What follows belongs to an exercise in optimizing a design on an open flow for small area, a short achievable clock period and few clock cycles per item; a production flow would make more cautious choices.
At most, simulation tests tie the RTL to the original design; equivalence was not proved.
For run 2, only the layout was checked, not whether the RTL still works.
Power and IR drop assume default switching activity.

## flow/design.v (module list and top-level ports; edited modules follow where they fit)
// module wallace_multi: 1534 lines
// module mao21: 3 lines
// module mxor2: 3 lines
// module mfa: 4 lines
// module mha: 4 lines
// module mbs: 5 lines
// module ma22o: 3 lines
// module mxor: 3 lines
module wallace_multi (
    input clk,
    input rst,
    input [15:0] a,
    input [15:0] b,
    output reg [31:0] p,
    output reg done
);
  // ...
==> flow/flow/run.sh <==
#!/bin/bash
set -euo pipefail
export BUFFER_PORTS_ARGS="-buffer_cell sky130_fd_sc_hd__buf_1"
bash standard.sh finish > orfs_make.log 2>&1
==> flow/standard.sh <==
#!/bin/bash
# synth_recipe.tcl (not shown) runs the flow's synth.tcl, then flattens the netlist and writes it again
# the make line also repeats each setting of config.mk as NAME=value (left out here)
make -C /OpenROAD-flow-scripts/flow DESIGN_CONFIG=/design/flow/config.mk WORK_HOME=/design/flow/orfs CLKGATE_MAP_FILE= SYNTH_SCRIPT=/design/flow/synth_recipe.tcl "${@:-finish}"
==> flow/config.mk <==
export PLATFORM = sky130hd
export DESIGN_NAME = wallace_multi
export DESIGN_NICKNAME = wallace_multi
export VERILOG_FILES = /design/flow/design.v
export SDC_FILE = /design/flow/constraint.sdc
export NUM_CORES = 4
export LEC_CHECK = 0
export CAP_MARGIN = 20
export CORE_MARGIN = 2
export CORE_UTILIZATION = 40
export CTS_BUF_LIST = sky130_fd_sc_hd__clkbuf_8
export CTS_CLUSTER_DIAMETER = 80
export CTS_CLUSTER_SIZE = 16
export SETUP_SLACK_MARGIN = 1.9
export SLEW_MARGIN = 20
export SYNTH_HIERARCHICAL = 1
==> flow/constraint.sdc <==
create_clock -name core_clock -period 4.0 [get_ports {clk}]
set_input_delay 0.8000 -clock core_clock [delete_from_list [all_inputs] [get_ports {clk}]]
set_output_delay 0.8000 -clock core_clock [all_outputs]
set_load 0.01 [all_outputs]
==> impl_metrics.csv, run 1 <==
group,metric,value,unit
power,p_seq_frac,0.415,
synth,ys_seq_area_frac,0.4219,
critical_path,critPathMaxStageDelay,0.53,ns
synth,synthAdderAreaFrac,0.2579,
critical_path,critPathLaunchType,"register",
outcome,status,"complete, no violations",
global_route,grt_usage,0.1666,
synth,synth_edf_count,0,
cells_and_area,fin_area,12180,um^2
drt,met2_length,10.22,mm
timing,tns,0,ns
cells_and_area,utilization,0.4557,
cts,worstSkewPairLatency,0.52,ns
power,power_switching,3.219,mW
synth,avgSynthCellArea,13.18,um^2
timing,skew,0.01532,ns
global_route,grt_max_degree,20,
cells_and_area,drive_gt1_frac,0.1105,
power,p_int,5.838,mW
synth,synth_compound_area_frac,0.1323,
floorplanning,die_w,168.5,um
drt,wire_per_inst,17.84,um
cells_and_area,multi_input_area_share,0.5153,
cells_and_area,buffer_area_frac,0.03473,
cells_and_area,nets,1109,
timing,setup_viol,0,
critical_path,startpoint,"r33$_DFF_P_",
cells_and_area,antennaDiodeCount,0,
Testbench counts, summed over its fixed seeds: cycles 16,024, items 16,000.
==> module mbs, before the edit <==
module mbs (input one, input a1, input two, input a0, input neg, output x);
    wire m;
    ma22o u0 (.a(one), .b(a1), .c(two), .d(a0), .y(m));
    mxor u1 (.a(m), .b(neg), .y(x));
endmodule
==> run 2, diff against run 1 <==
--- a/flow/design.v
+++ b/flow/design.v
@@ -1548,12 +1548,12 @@
 endmodule
 module mbs (input one, input a1, input two, input a0, input neg, output x);
     wire m;
-    ma22o u0 (.a(one), .b(a1), .c(two), .d(a0), .y(m));
-    mxor u1 (.a(m), .b(neg), .y(x));
+    ma22oi u0 (.a(one), .b(a1), .c(two), .d(a0), .y(m));
+    mxnor u1 (.a(m), .b(neg), .y(x));
 endmodule
-module ma22o (input a, input b, input c, input d, output y);
-    assign y = (a & b) | (c & d);
+module ma22oi (input a, input b, input c, input d, output y);
+    assign y = ~((a & b) | (c & d));
 endmodule
-module mxor (input a, input b, output y);
-    assign y = a ^ b;
+module mxnor (input a, input b, output y);
+    assign y = ~(a ^ b);
 endmodule
==> flow/flow/run.sh (replaced) <==
#!/bin/bash
set -euo pipefail
export BUFFER_PORTS_ARGS="-buffer_cell sky130_fd_sc_hd__buf_1"
bash standard.sh ABC_LOAD_IN_FF=1 finish > orfs_make.log 2>&1
==> run 2 against run 1 <==
Net effect: wire length is 0.19% higher; cell count is 0.24% higher; non-clock buffer count is 7 higher; die area is 1.4% lower; register-to-register slack hardly changed; sequential share of layout area is 0.15 points higher; clock skew is 0.017 ns higher; utilization is 0.66 points higher; largest cell class unchanged; first-iteration DRC count is 20% lower.
==> impl_metrics.csv, run 2 <==
group,metric,value,unit
synth,synth.area.top_cells,"dfxtp_1 (42%), fa_1 (22%), xnor2_1 (11%), a22oi_1 (8.5%), ha_1 (4.6%)",
cts,cts_tree,"yes",
critical_path,cp_max_fo,2,
cells_and_area,regArea,4696,um^2
power,p_leak,4.874,nW
hold_path,hold_path_class,"in2async",
power,p_seq_frac,0.414,
critical_path,critPathLaunchType,"register",
placed_design,hpwl,15.18,mm
cells_and_area,fill_cells,2440,
global_route,grt_pass1_wl,37.51,mm
synth,avgSynthCellArea,13.00,um^2
drt,post-route-drc-count,0,
cts,cts_buffers,18,
timing,rsz0062_at_grt,"true",
critical_path,cp_num_buf_inv,0,
cells_and_area,multiInputGateArea,6133,um^2
cells_and_area,regMostFlops,"p",
placed_design,gp_congestion,0.8405,
synth,synthMuxAreaShare,0,
placed_design,placed_cell_area,11330,um^2
cells_and_area,nets,1116,
power,comb_power_share,0.456,
global_route,antenna_found_initial,0,
critical_path,crit_path_end_kind,"register",
synth,synth-main-ff-cell,"dfxtp_1",
cells_and_area,antennaDiodeCount,0,
synth,ys_seq_area_frac,0.4282,
timing,skew,0.03230,ns
power,ir_drop,0.3474,mV
cells_and_area,reg_top3,"p x32, v x3",
timing,tns,0,ns
synth,synth.most_common_cell,"dfxtp_1",
floorplanning,start_util,0.4079,
critical_path,path_cells,"fa_1 > fa_2 > ha_4 > and2_1 > and2_0 > a21o_1",
power,p_sw_frac,0.3556,
cts,ctsHoldBuffers,0,
flow_run,cap_violations,0,
cells_and_area,largest_reg_flops,32,
power,p_int,5.852,mW
floorplanning,die_h,167.3,um
synth,ys_async_sr_fraction,0.01762,
synth,synth_cell_types,21,
floorplanning,dieArea,27970,um^2
cts,clock_sinks,227,
synth,synthTopCellsByCount,"dfxtp_1 (223), xnor2_1 (136), a22oi_1 (120)",
synth,synth_warnings,7,
synth,synth_seq_cells,227,
synth,synth_top_family_by_area,"adder cells",
global_route,grt_pass1_vias,6966,
cts,path_clk_slew,0.11,ns
floorplanning,rows,59,
synth,synth_cells,820,
timing,finalCritPeriodShare,0.5184,
global_route,grt_usage,0.1680,
timing,hold_ws,0.09260,ns
global_route,grt_overflow_total,0,
critical_path,cp.required,4.44,ns
power,pwr-share-clk,0.129,
critical_path,critical_path.top_delay_family,"adder cells",
critical_path,slowest_stage,"fa_1",
drt,drt-total-wl,22.59,mm
synth,synth_area_leader_cell,"dfxtp_1",
cts,clockRootBuffer,"clkbuf_8",
floorplanning,core_area,26130,um^2
timing,period_needed,2.074,ns
cells_and_area,drive_gt1_frac,0.1309,
cells_and_area,final_cell_mix,"dfxtp_1 (176), xnor2_1 (136), a22oi_1 (120)",
synth,synth_compound_area_frac,0.1202,
synth,syn-cell-area,10660,um^2
cells_and_area,fin_area,12080,um^2
critical_path,critPathMaxStageDelay,0.50,ns
drt,drtAntennaViolNets,0,
synth,syn_nets,1008,
cts,worstSkewPairLatency,0.55,ns
cells_and_area,syn_to_final_growth,13.31,%
timing,max_freq,482.2,MHz
timing,setup_viol,0,
floorplanning,io-pin-count,67,
outcome,status,"complete, no violations",
power,powerDensity,751.8,nW/um^2
floorplanning,die_w,167.3,um
global_route,grt_max_degree,20,
synth,synthAdderAreaFrac,0.2617,
drt,drt_pre_antenna_iters,16,
synth,synth_top_cell_area_share,0.4188,
synth,synth_xor_area_frac,0.1430,
power,total_power,9.081,mW
placed_design,pre_cts_ws,1.538,ns
placed_design,port_buffers,66,
synth,synth_edf_count,0,
timing,hold_viol,0,
cts,htreeDepth,1,
drt,wire_per_inst,17.83,um
critical_path,criticalPathCategory,"reg2reg",
synth,synthSimpleGateAreaFrac,0.03932,
drt,vias,6472,
drt,via_per_inst,5.108,
power,power_switching,3.229,mW
critical_path,crit_arrival,2.51,ns
timing,final_max_slew_viol_count,0,
cts,clock_path_buffers,3,
drt,dr.first_iter.drc_count,399,
cells_and_area,final_common_cell,"dfxtp_1",
timing,timing.final.ws_setup,1.926,ns
## run 2: changes by cell type after synthesis, moves of 2 or more
cell	previous run	this run
a22o_1	120	0
a22oi_1	0	120
and2_0	0	16
and2_1	33	8
and2_2	0	9
buf_2	0	2
buf_4	2	0
xnor2_1	16	136
xor2_1	158	38
## run 2: layout make-up
type                       instances  area share
timing repair buffer              91     0.04009
multi-input combinational        575      0.5078
sequential                       227      0.3887
clock buffer                      19     0.02165
inverter                          15    0.004661
clock inverter                     5    0.002382
tap                              335     0.03470
## run 2: power groups by stage
stage | Combinational, mW | Sequential [mW] | Clock (mW)
after floorplan | 2.71 | 3.77 | 0
after CTS | 4.04 | 3.78 | 1.24
final | 4.14 | 3.76 | 1.17
after detailed placement | 3.80 | 3.84 | 0
after global routing | 4.88 | 3.87 | 1.33
after global placement | 3.77 | 3.82 | 0
## run 2: per-layer routing
metal,track usage,routed length (um)
met4,0.05028,529
met3,0.02765,1552
met1,0.2314,10040
met5,0,0
met2,0.2739,10470
## run 2: stage by stage
stage	util	cells
CTS	0.4543	1257
finish	0.4622	1267
floorplan	-	820
global placement	0.4334	1218
detailed placement	0.4334	1218
global route	0.4622	1267
## run 2: repair_timing
action / 4_1_cts / 5_1_grt
resized for setup: 51 / 34
gates cloned: 0 / 0
setup buffers: 15 / 10
setup endpoints to repair: 74 / 38
pin swaps: 13 / 10
## run 2: modules after synthesis, one instance, submodules excluded, a selection
module / times used / flops+latches / cells / cell area, um^2
ma22oi: 120 / 0 / 1 / 7.507
mxnor: 120 / 0 / 1 / 8.758
mxor2: 31 / 0 / 1 / 8.758
wallace_multi: 1 / 227 / 349 / 5301
mao21: 46 / 0 / 1 / 7.507
mha: 39 / 0 / 1 / 12.51
mfa: 115 / 0 / 1 / 20.02
## run 2: path summary, 6_finish.rpt
check | from | to | depth (start not counted) | slack [ns]
setup / recovery | r282$_DFF_P_ | r713$_DFF_P_ | 6 | 1.93
hold / removal | rst | v[1]$_DFF_PN0_ | 1 | 0.09
setup reg to reg | r282$_DFF_P_ | r713$_DFF_P_ | 6 | 1.93
hold reg to reg | r816$_DFF_P_ | r817$_DFF_P_ | 0 | 0.33
max in group asynchronous | rst | v[0]$_DFF_PN0_ | 1 | 3.73
min in group core_clock | a[3] | r25$_DFF_P_ | 1 | 0.33
## run 2: worst register-to-register path, stage by stage, from the launching register on
cell and delay, ns:
dfxtp_2 0.36, fa_1 0.51, fa_2 0.38, ha_4 0.23, and2_1 0.16, and2_0 0.16
a21o_1 0.18
## run 2: kinds of logic (layout without fill, tap and decap cells)
logic type	count (synthesis)	count (layout)
xor gates and xnor gates	174	174
DFF	227	227
other	1	1
buffers and inverters	18	130
and+or+nand+nor	73	73
adders and majority gates	154	154
AOI/OAI and AO/OA	173	173

[what the ideal ports hide]
The results above use ideal ports. As a check the final layouts listed here were re-extracted and re-timed, cells and wires unchanged.
Step 1: set_driving_cell puts a clkbuf_16 on clk and a buf_2 on each other input, an assumption about the parent block.
Step 2 times the ports against the registers' clock, not the clock port: input delays grow and output delays shrink by t, the midpoint of the rising clock arrivals with the driver on.
Slacks: no drivers / after step 1 / after step 2; pairs: no drivers / after step 1.
run | t (ns) | setup slack, ns | worst setup path after step 2 | latest minus earliest clock arrival (ns)
run 1 | 0.555 | 1.938 / 1.938 / 1.938 | register to register | 0.018 / 0.018
run 2 | 0.571 | 1.926 / 1.926 / 1.926 | register to register | 0.033 / 0.033
After both steps every run listed still meets setup and hold.
